This is an optimization exercise on Yosys and OpenROAD, whose aim is small area and a short achievable clock period, not a production implementation. Where RTL was checked, it was by simulation tests only, not by an equivalence proof against the original. No activity file was given, so power comes from the tool's default toggle rates.

== build 33 ==
==> flow/design.v <==
module fpadd_40_add #(parameter N = 26, parameter L = 5) (
  input  [N-1:0] p0, g0,
  input          ci,
  output [N-1:0] s
);
wire [N-1:0] g [0:L];
wire [N-1:0] p [0:L];
assign g[0] = g0 | {{(N-1){1'b0}}, p0[0] & ci};
assign p[0] = p0;
genvar l, i;
generate
  for (l = 0; l < L; l = l + 1) begin : lv
    for (i = 0; i < N; i = i + 1) begin : bt
      if ((i >> l) & 1) begin : mg
        localparam integer J = ((i >> l) << l) - 1;
        assign g[l+1][i] = g[l][i] | (p[l][i] & g[l][J]);
        assign p[l+1][i] = p[l][i] & p[l][J];
      end else begin : ps
        assign g[l+1][i] = g[l][i];
        assign p[l+1][i] = p[l][i];
      end
    end
  end
endgenerate
assign s = p0 ^ {g[L][N-2:0], ci};
endmodule
module fpadd_40(x_40,y_40,res_40,clk_40,rst_40);
input  [31:0] x_40, y_40;
output [31:0] res_40;
input  clk_40, rst_40;
wire [7:0] ex = x_40[30:23];
wire [7:0] ey = y_40[30:23];
wire [8:0] dxy = {1'b0, ex} - {1'b0, ey};
wire [7:0] dyx = ey - ex;
wire       ge  = ~dxy[8];                    
wire [4:0] cxy = (dxy[7:0] > 8'd24) ? 5'd31 : dxy[4:0];   
wire [4:0] cyx = (dyx > 8'd24) ? 5'd31 : dyx[4:0];
wire       swap = y_40[30:0] > x_40[30:0];   
wire       hx   = |x_40[30:0];
wire       hy   = |y_40[30:0];
reg [22:0] fx1, fy1;
reg        hb1, sw1, sx1, sy1, sub1;
reg [7:0]  ea1;
reg [4:0]  d1;
always @(posedge clk_40) begin
  fx1  <= x_40[22:0];
  fy1  <= y_40[22:0];
  hb1  <= hx & hy;                            
  sw1  <= swap;
  ea1  <= ge ? ex : ey;
  d1   <= ge ? cxy : cyx;
  sx1  <= x_40[31] & (hx | hy);               
  sy1  <= y_40[31];
  sub1 <= x_40[31] ^ y_40[31];
end
wire [22:0] fa = sw1 ? fy1 : fx1;
wire        sg1 = sw1 ? sy1 : sx1;
wire [23:0] sb = {hb1, sw1 ? fx1 : fy1};
wire [24:0] b0 = {sb, 1'b0};
wire [24:0] b1 = d1[4] ? {16'd0, b0[24:16]} : b0;
wire [24:0] b2 = d1[3] ? { 8'd0, b1[24:8]}  : b1;
wire [24:0] b3 = d1[2] ? { 4'd0, b2[24:4]}  : b2;
wire [24:0] b4 = d1[1] ? { 2'd0, b3[24:2]}  : b3;
wire [24:0] b5 = d1[0] ? { 1'd0, b4[24:1]}  : b4;
reg [24:1] smask;
integer k;
always @(*) begin
  for (k = 1; k < 25; k = k + 1)
    smask[k] = (d1 > k) && (d1 <= k + 20) && (d1 <= 5'd24);
end
wire sticky = |(b0[24:1] & smask);
wire [25:0] aw = {2'b01, fa, 1'b0};
wire [25:0] bw = {sub1, b5 ^ {25{sub1}}};
wire [25:0] pw = aw ^ bw;
wire [25:0] gw = aw & bw;
reg [25:0] p2;
reg [23:1] g2;            
reg [7:0]  ea2;
reg        ci2, sg2;
always @(posedge clk_40) begin
  p2 <= pw; g2 <= gw[23:1]; ea2 <= ea1 + 8'd1;
  ci2 <= sub1 & ~sticky; sg2 <= sg1;
end
wire [25:0] s;
fpadd_40_add #(26) add (
  .p0(p2),
  .g0({1'b0, ~p2[24], g2, 1'b0}),
  .ci(ci2),
  .s (s)
);
reg [25:0] s3;
reg [7:0]  e3;
reg        sg3;
always @(posedge clk_40) begin
  s3 <= s; e3 <= ea2; sg3 <= sg2;
end
wire [31:0] v = {s3, 6'd0};
wire [15:0] z1;  wire [15:0] c1;       
genvar g;
generate for (g = 0; g < 16; g = g + 1) begin : l1
  assign z1[g] = ~(v[2*g+1] | v[2*g]);
  assign c1[g] = ~v[2*g+1];
end endgenerate
wire [7:0] z2; wire [15:0] c2;         
generate for (g = 0; g < 8; g = g + 1) begin : l2
  assign z2[g] = z1[2*g+1] & z1[2*g];
  assign c2[2*g+1:2*g] = z1[2*g+1] ? {1'b1, c1[2*g]} : {1'b0, c1[2*g+1]};
end endgenerate
wire [3:0] z3; wire [11:0] c3;         
generate for (g = 0; g < 4; g = g + 1) begin : l3
  assign z3[g] = z2[2*g+1] & z2[2*g];
  assign c3[3*g+2:3*g] = z2[2*g+1] ? {1'b1, c2[4*g+1:4*g]} : {1'b0, c2[4*g+3:4*g+2]};
end endgenerate
wire [1:0] z4; wire [7:0] c4;          
generate for (g = 0; g < 2; g = g + 1) begin : l4
  assign z4[g] = z3[2*g+1] & z3[2*g];
  assign c4[4*g+3:4*g] = z3[2*g+1] ? {1'b1, c3[6*g+2:6*g]} : {1'b0, c3[6*g+5:6*g+3]};
end endgenerate
wire       nz = ~(z4[1] & z4[0]);
wire [4:0] lz = z4[1] ? {1'b1, c4[3:0]} : {1'b0, c4[7:4]};
wire [25:0] n1 = lz[4] ? {s3[9:0], 16'd0} : s3;
wire [25:0] n2 = lz[3] ? {n1[17:0], 8'd0} : n1;
wire [25:0] n3 = lz[2] ? {n2[21:0], 4'd0} : n2;
wire [25:0] n4 = lz[1] ? {n3[23:0], 2'd0} : n3;
wire [25:0] n5 = lz[0] ? {n4[24:0], 1'd0} : n4;
wire [5:0]  el = {1'b0, e3[4:0]} - {1'b0, lz};
wire [2:0]  eh = el[5] ? e3[7:5] - 3'd1 : e3[7:5];
wire [31:0] r  = {sg3 & nz, nz ? {eh, el[4:0]} : 8'd0, n5[24:2]};
reg [31:0] r4;
always @(posedge clk_40) r4 <= r;
assign res_40 = r4;
endmodule
export LEC_CHECK = 0
export ABC_AREA = 1
export CAP_MARGIN = 20
export CORE_MARGIN = 2
export CORE_UTILIZATION = 40
export CTS_BUF_LIST = sky130_fd_sc_hd__clkbuf_8
export CTS_CLUSTER_SIZE = 24
export PLACE_DENSITY = 0.85
export SETUP_SLACK_MARGIN = 2.6
export SLEW_MARGIN = 20
create_clock -name core_clock -period 5.0 [get_ports {clk_40}]
standard.sh (not shown) runs the stock make flow with config.mk's settings and CLKGATE_MAP_FILE= SYNTH_SCRIPT=/design/flow/synth_recipe.tcl, a recipe that flattens the netlist after the stock synthesis.
==> flow/flow/run.sh <==
#!/bin/bash
# Standard ORFS layout, with the port buffers made from buf_2 cells instead
# of the resizer's default pick. Each step's full log stays under orfs/logs/.
set -euo pipefail
bash standard.sh finish 'BUFFER_PORTS_ARGS=-buffer_cell sky130_fd_sc_hd__buf_2' > make_finish.log 2>&1
Build 33: PASS, flow complete, no timing, DRC or antenna violations
The following lists how build 11 was set up differently from build 33:
--- a/flow/design.v
+++ b/flow/design.v
@@ -31,8 +31,7 @@
 wire [7:0] ex = x_40[30:23];
 wire [7:0] ey = y_40[30:23];
-wire [8:0] dxy = {1'b0, ex} - {1'b0, ey};
-wire [7:0] dyx = ey - ex;
-wire       ge  = ~dxy[8];                    
-wire [4:0] cxy = (dxy[7:0] > 8'd24) ? 5'd31 : dxy[4:0];   
+wire [7:0] dxy = ex - ey;                    
+wire [7:0] dyx = ey - ex;                    
+wire [4:0] cxy = (dxy > 8'd24) ? 5'd31 : dxy[4:0];    
 wire [4:0] cyx = (dyx > 8'd24) ? 5'd31 : dyx[4:0];
 wire       swap = y_40[30:0] > x_40[30:0];   
@@ -40,5 +39,5 @@
 wire       hy   = |y_40[30:0];
 reg [22:0] fx1, fy1;
-reg        hb1, sw1, sx1, sy1, sub1;
+reg        hb1, sw1, sg1, sub1;
 reg [7:0]  ea1;
 reg [4:0]  d1;
@@ -46,16 +45,15 @@
   fx1  <= x_40[22:0];
   fy1  <= y_40[22:0];
-  hb1  <= hx & hy;                            
+  hb1  <= swap ? hx : hy;
   sw1  <= swap;
-  ea1  <= ge ? ex : ey;
-  d1   <= ge ? cxy : cyx;
-  sx1  <= x_40[31] & (hx | hy);               
-  sy1  <= y_40[31];
+  ea1  <= swap ? ey : ex;
+  d1   <= swap ? cyx : cxy;
+  sg1  <= (swap ? y_40[31] : x_40[31]) & (hx | hy);
   sub1 <= x_40[31] ^ y_40[31];
 end
 wire [22:0] fa = sw1 ? fy1 : fx1;
-wire        sg1 = sw1 ? sy1 : sx1;
 wire [23:0] sb = {hb1, sw1 ? fx1 : fy1};
-wire [24:0] b0 = {sb, 1'b0};
+wire [24:0] b0 = {sb[23:3], sb[2] & ~(d1 >= 5'd24), sb[1] & ~(d1 >= 5'd23),
+                  sb[0] & ~(d1 >= 5'd22), 1'b0};
 wire [24:0] b1 = d1[4] ? {16'd0, b0[24:16]} : b0;
 wire [24:0] b2 = d1[3] ? { 8'd0, b1[24:8]}  : b1;
@@ -63,11 +61,7 @@
 wire [24:0] b4 = d1[1] ? { 2'd0, b3[24:2]}  : b3;
 wire [24:0] b5 = d1[0] ? { 1'd0, b4[24:1]}  : b4;
-reg [24:1] smask;
-integer k;
-always @(*) begin
-  for (k = 1; k < 25; k = k + 1)
-    smask[k] = (d1 > k) && (d1 <= k + 20) && (d1 <= 5'd24);
-end
-wire sticky = |(b0[24:1] & smask);
+wire sticky = ~&d1 & ((d1[4] & |b0[15:0]) | (d1[3] & |b1[7:0]) |
+                      (d1[2] & |b2[3:0])  | (d1[1] & |b3[1:0]) |
+                      (d1[0] & b4[0]));
 wire [25:0] aw = {2'b01, fa, 1'b0};
 wire [25:0] bw = {sub1, b5 ^ {25{sub1}}};
@@ -124,7 +118,13 @@
 wire [25:0] n4 = lz[1] ? {n3[23:0], 2'd0} : n3;
 wire [25:0] n5 = lz[0] ? {n4[24:0], 1'd0} : n4;
-wire [5:0]  el = {1'b0, e3[4:0]} - {1'b0, lz};
-wire [2:0]  eh = el[5] ? e3[7:5] - 3'd1 : e3[7:5];
-wire [31:0] r  = {sg3 & nz, nz ? {eh, el[4:0]} : 8'd0, n5[24:2]};
+wire [7:0]  nlz = ~{3'b000, lz};
+wire [7:0]  er;
+fpadd_40_add #(8, 3) esub (
+  .p0(e3 ^ nlz),
+  .g0(e3 & nlz),
+  .ci(1'b1),
+  .s (er)
+);
+wire [31:0] r  = {sg3 & nz, nz ? er : 8'd0, n5[24:2]};
 reg [31:0] r4;
 always @(posedge clk_40) r4 <= r;
### Flow results
- Final worst slack (lower): build 11
- Share of total power in combinational logic: build 11 higher than build 33
- Via count, build 11 vs build 33: down by a few percent
- Build 11 ran to completion and came out clean on the timing, DRC and antenna checks.
- Compared with build 33, in build 11 count of plain and timing-repair buffers increased 23; fraction of standard cell area that is sequential lower; final worst clock skew climbed 0.0077 ns; share of total power in the clock network fell 0.5 points.
- Post-route clock period utilization: lower on build 33
- Routed wire length on build 11 is down relative to build 33.
Only the layout flow was run in build 11; the RTL was not checked for function there.


Starts from the design.v that is shown in full above.
clock: 5.0 ns
lec_check: 0
abc_area: 1
cap_margin: 20
core_margin: 2
core_utilization: 40
cts_buf_list: sky130_fd_sc_hd__clkbuf_8
cts_cluster_size: 24
setup_slack_margin: 2.8
slew_margin: 20
tns_end_percent: 5
==> flow/flow/run.sh <==
#!/bin/bash
# Standard ORFS layout with two changes: synthesis leaves adders to ABC
# (ADDER_MAP_FILE empty, so no half/full-adder cells are extracted; the
# synthesis script itself is the standard flow's, unchanged), the port buffers are
# buf_2 cells, and timing repair does not clone gates. Full make output in make_finish.log, each step's log under
# orfs/logs/.
set -euo pipefail
bash standard.sh finish 'ADDER_MAP_FILE=' 'BUFFER_PORTS_ARGS=-buffer_cell sky130_fd_sc_hd__buf_2' 'SKIP_GATE_CLONING=1' > make_finish.log 2>&1
The first run produced a clean layout.
Edit:
--- a/flow/design.v
+++ b/flow/design.v
@@ -56,19 +56,16 @@
 wire [22:0] fa = sw1 ? fy1 : fx1;
 wire        sg1 = sw1 ? sy1 : sx1;
 wire [23:0] sb = {hb1, sw1 ? fx1 : fy1};
-wire [24:0] b0 = {sb, 1'b0};
+wire [24:0] b0 = {sb[23:3], sb[2] & ~(d1 >= 5'd24), sb[1] & ~(d1 >= 5'd23),
+                  sb[0] & ~(d1 >= 5'd22), 1'b0};
 wire [24:0] b1 = d1[4] ? {16'd0, b0[24:16]} : b0;
 wire [24:0] b2 = d1[3] ? { 8'd0, b1[24:8]}  : b1;
 wire [24:0] b3 = d1[2] ? { 4'd0, b2[24:4]}  : b2;
 wire [24:0] b4 = d1[1] ? { 2'd0, b3[24:2]}  : b3;
 wire [24:0] b5 = d1[0] ? { 1'd0, b4[24:1]}  : b4;
-reg [24:1] smask;
-integer k;
-always @(*) begin
-  for (k = 1; k < 25; k = k + 1)
-    smask[k] = (d1 > k) && (d1 <= k + 20) && (d1 <= 5'd24);
-end
-wire sticky = |(b0[24:1] & smask);
+wire sticky = ~&d1 & ((d1[4] & |b0[15:0]) | (d1[3] & |b1[7:0]) |
+                      (d1[2] & |b2[3:0])  | (d1[1] & |b3[1:0]) |
+                      (d1[0] & b4[0]));
 wire [25:0] aw = {2'b01, fa, 1'b0};
 wire [25:0] bw = {sub1, b5 ^ {25{sub1}}};
 wire [25:0] pw = aw ^ bw;
What happened: Count of clock-buffer cells in the layout stays the same; synthesized area barely changes; global-route usage shrinks by 1.2 points; setup slack is worse by 120 ps; non-clock buffer count rises by 13; combinational power grows by about 5%; die area is about the same.
Function not checked in the second run of this note: the RTL went through the layout flow alone.


Starts from the design.v that is shown in full above.
Settings: LEC_CHECK=0, ABC_AREA=1, CAP_MARGIN=20, CORE_MARGIN=2, CORE_UTILIZATION=40, CTS_BUF_LIST=sky130_fd_sc_hd__clkbuf_8, CTS_CLUSTER_SIZE=24, SETUP_SLACK_MARGIN=2.8, SLEW_MARGIN=20; clock period 5.0 ns.
==> flow/flow/run.sh <==
#!/bin/bash
# Standard ORFS layout with two changes: synthesis leaves adders to ABC
# (ADDER_MAP_FILE empty, so no half/full-adder cells are extracted; the
# synthesis script itself is the standard flow's, unchanged), and the port buffers are
# buf_2 cells. Full make output in make_finish.log, each step's log under
# orfs/logs/.
set -euo pipefail
bash standard.sh finish 'ADDER_MAP_FILE=' 'BUFFER_PORTS_ARGS=-buffer_cell sky130_fd_sc_hd__buf_2' > make_finish.log 2>&1
Then changed:
--- a/flow/design.v
+++ b/flow/design.v
@@ -30,46 +30,47 @@
 input  clk_40, rst_40;
 wire [7:0] ex = x_40[30:23];
 wire [7:0] ey = y_40[30:23];
 wire [8:0] dxy = {1'b0, ex} - {1'b0, ey};
 wire [7:0] dyx = ey - ex;
 wire       ge  = ~dxy[8];                    
-wire [4:0] cxy = (dxy[7:0] > 8'd24) ? 5'd31 : dxy[4:0];   
-wire [4:0] cyx = (dyx > 8'd24) ? 5'd31 : dyx[4:0];
 wire       swap = y_40[30:0] > x_40[30:0];   
 wire       hx   = |x_40[30:0];
 wire       hy   = |y_40[30:0];
 reg [22:0] fx1, fy1;
 reg        hb1, sw1, sx1, sy1, sub1;
 reg [7:0]  ea1;
 reg [4:0]  d1;
+reg        bg1;                          
 always @(posedge clk_40) begin
   fx1  <= x_40[22:0];
   fy1  <= y_40[22:0];
   hb1  <= hx & hy;                            
   sw1  <= swap;
   ea1  <= ge ? ex : ey;
-  d1   <= ge ? cxy : cyx;
+  d1   <= ge ? dxy[4:0] : dyx[4:0];
+  bg1  <= ge ? |dxy[7:5] : |dyx[7:5];
   sx1  <= x_40[31] & (hx | hy);               
   sy1  <= y_40[31];
   sub1 <= x_40[31] ^ y_40[31];
 end
 wire [22:0] fa = sw1 ? fy1 : fx1;
 wire        sg1 = sw1 ? sy1 : sx1;
-wire [23:0] sb = {hb1, sw1 ? fx1 : fy1};
+wire        far = bg1 | (d1[4] & d1[3] & |d1[2:0]);
+wire [23:0] sb = far ? 24'd0 : {hb1, sw1 ? fx1 : fy1};
 wire [24:0] b0 = {sb, 1'b0};
 wire [24:0] b1 = d1[4] ? {16'd0, b0[24:16]} : b0;
 wire [24:0] b2 = d1[3] ? { 8'd0, b1[24:8]}  : b1;
 wire [24:0] b3 = d1[2] ? { 4'd0, b2[24:4]}  : b2;
 wire [24:0] b4 = d1[1] ? { 2'd0, b3[24:2]}  : b3;
 wire [24:0] b5 = d1[0] ? { 1'd0, b4[24:1]}  : b4;
 reg [24:1] smask;
 integer k;
 always @(*) begin
   for (k = 1; k < 25; k = k + 1)
-    smask[k] = (d1 > k) && (d1 <= k + 20) && (d1 <= 5'd24);
+    smask[k] = (d1 > k) && (d1 <= k + 20);
 end
 wire sticky = |(b0[24:1] & smask);
 wire [25:0] aw = {2'b01, fa, 1'b0};
 wire [25:0] bw = {sub1, b5 ^ {25{sub1}}};
 wire [25:0] pw = aw ^ bw;
 wire [25:0] gw = aw & bw;
After rerunning: The changed run passed the timing, DRC and antenna checks; power rose by a little under a tenth; sequential power barely changes; non-clock buffer count rose by 43; sequential cell count rose by 1; area after synthesis fell slightly.
No functional check of the RTL was part of the second run of this note.

==> port drivers added, routing unchanged <==
How much do the figures lean on ideal ports? The routed layouts below were timed once more, with nothing changed but the port constraints.
Step 1 assumes that a clkbuf_16 drives the clock port and a buf_2 every other input.
Step 2 also shifts input and output timing later by t, the mid clock arrival at the registers, as if the neighbouring blocks saw the same clock.
a / b / c = no drivers / after step 1 / after step 2; a / b = the first two.
| run | t, ns | slack for setup (ns) | hold slack, ns | worst register clock-pin slew, ns | worst data-port slew with drivers (ns) |
|---|---|---|---|---|---|
| build 33 | 0.504 | 2.647 / 2.671 / 2.168 | 0.332 / 0.332 / 0.332 | 0.11 / 0.11 | 0.04 |
| build 11 | 0.527 | 2.319 / 2.319 / 2.143 | 0.323 / 0.323 / 0.323 | 0.12 / 0.12 | 0.03 |
| the first run of note 2 | 0.502 | 2.893 / 2.896 / 2.405 | 0.335 / 0.335 / 0.335 | 0.11 / 0.11 | 0.04 |
| the second run of note 2 | 0.504 | 2.777 / 2.795 / 2.291 | 0.329 / 0.329 / 0.329 | 0.11 / 0.11 | 0.03 |
| the first run of note 3 | 0.500 | 2.890 / 2.902 / 2.414 | 0.335 / 0.335 / 0.335 | 0.11 / 0.11 | 0.03 |
| the second run of note 3 | 0.518 | 2.814 / 2.814 / 2.399 | 0.331 / 0.331 / 0.331 | 0.11 / 0.11 | 0.03 |
After both steps every run listed still meets setup and hold. For the first run of note 2, which loses most, drivers alone change the setup slack by +0.003 ns; drivers and shift together by -0.488 ns.
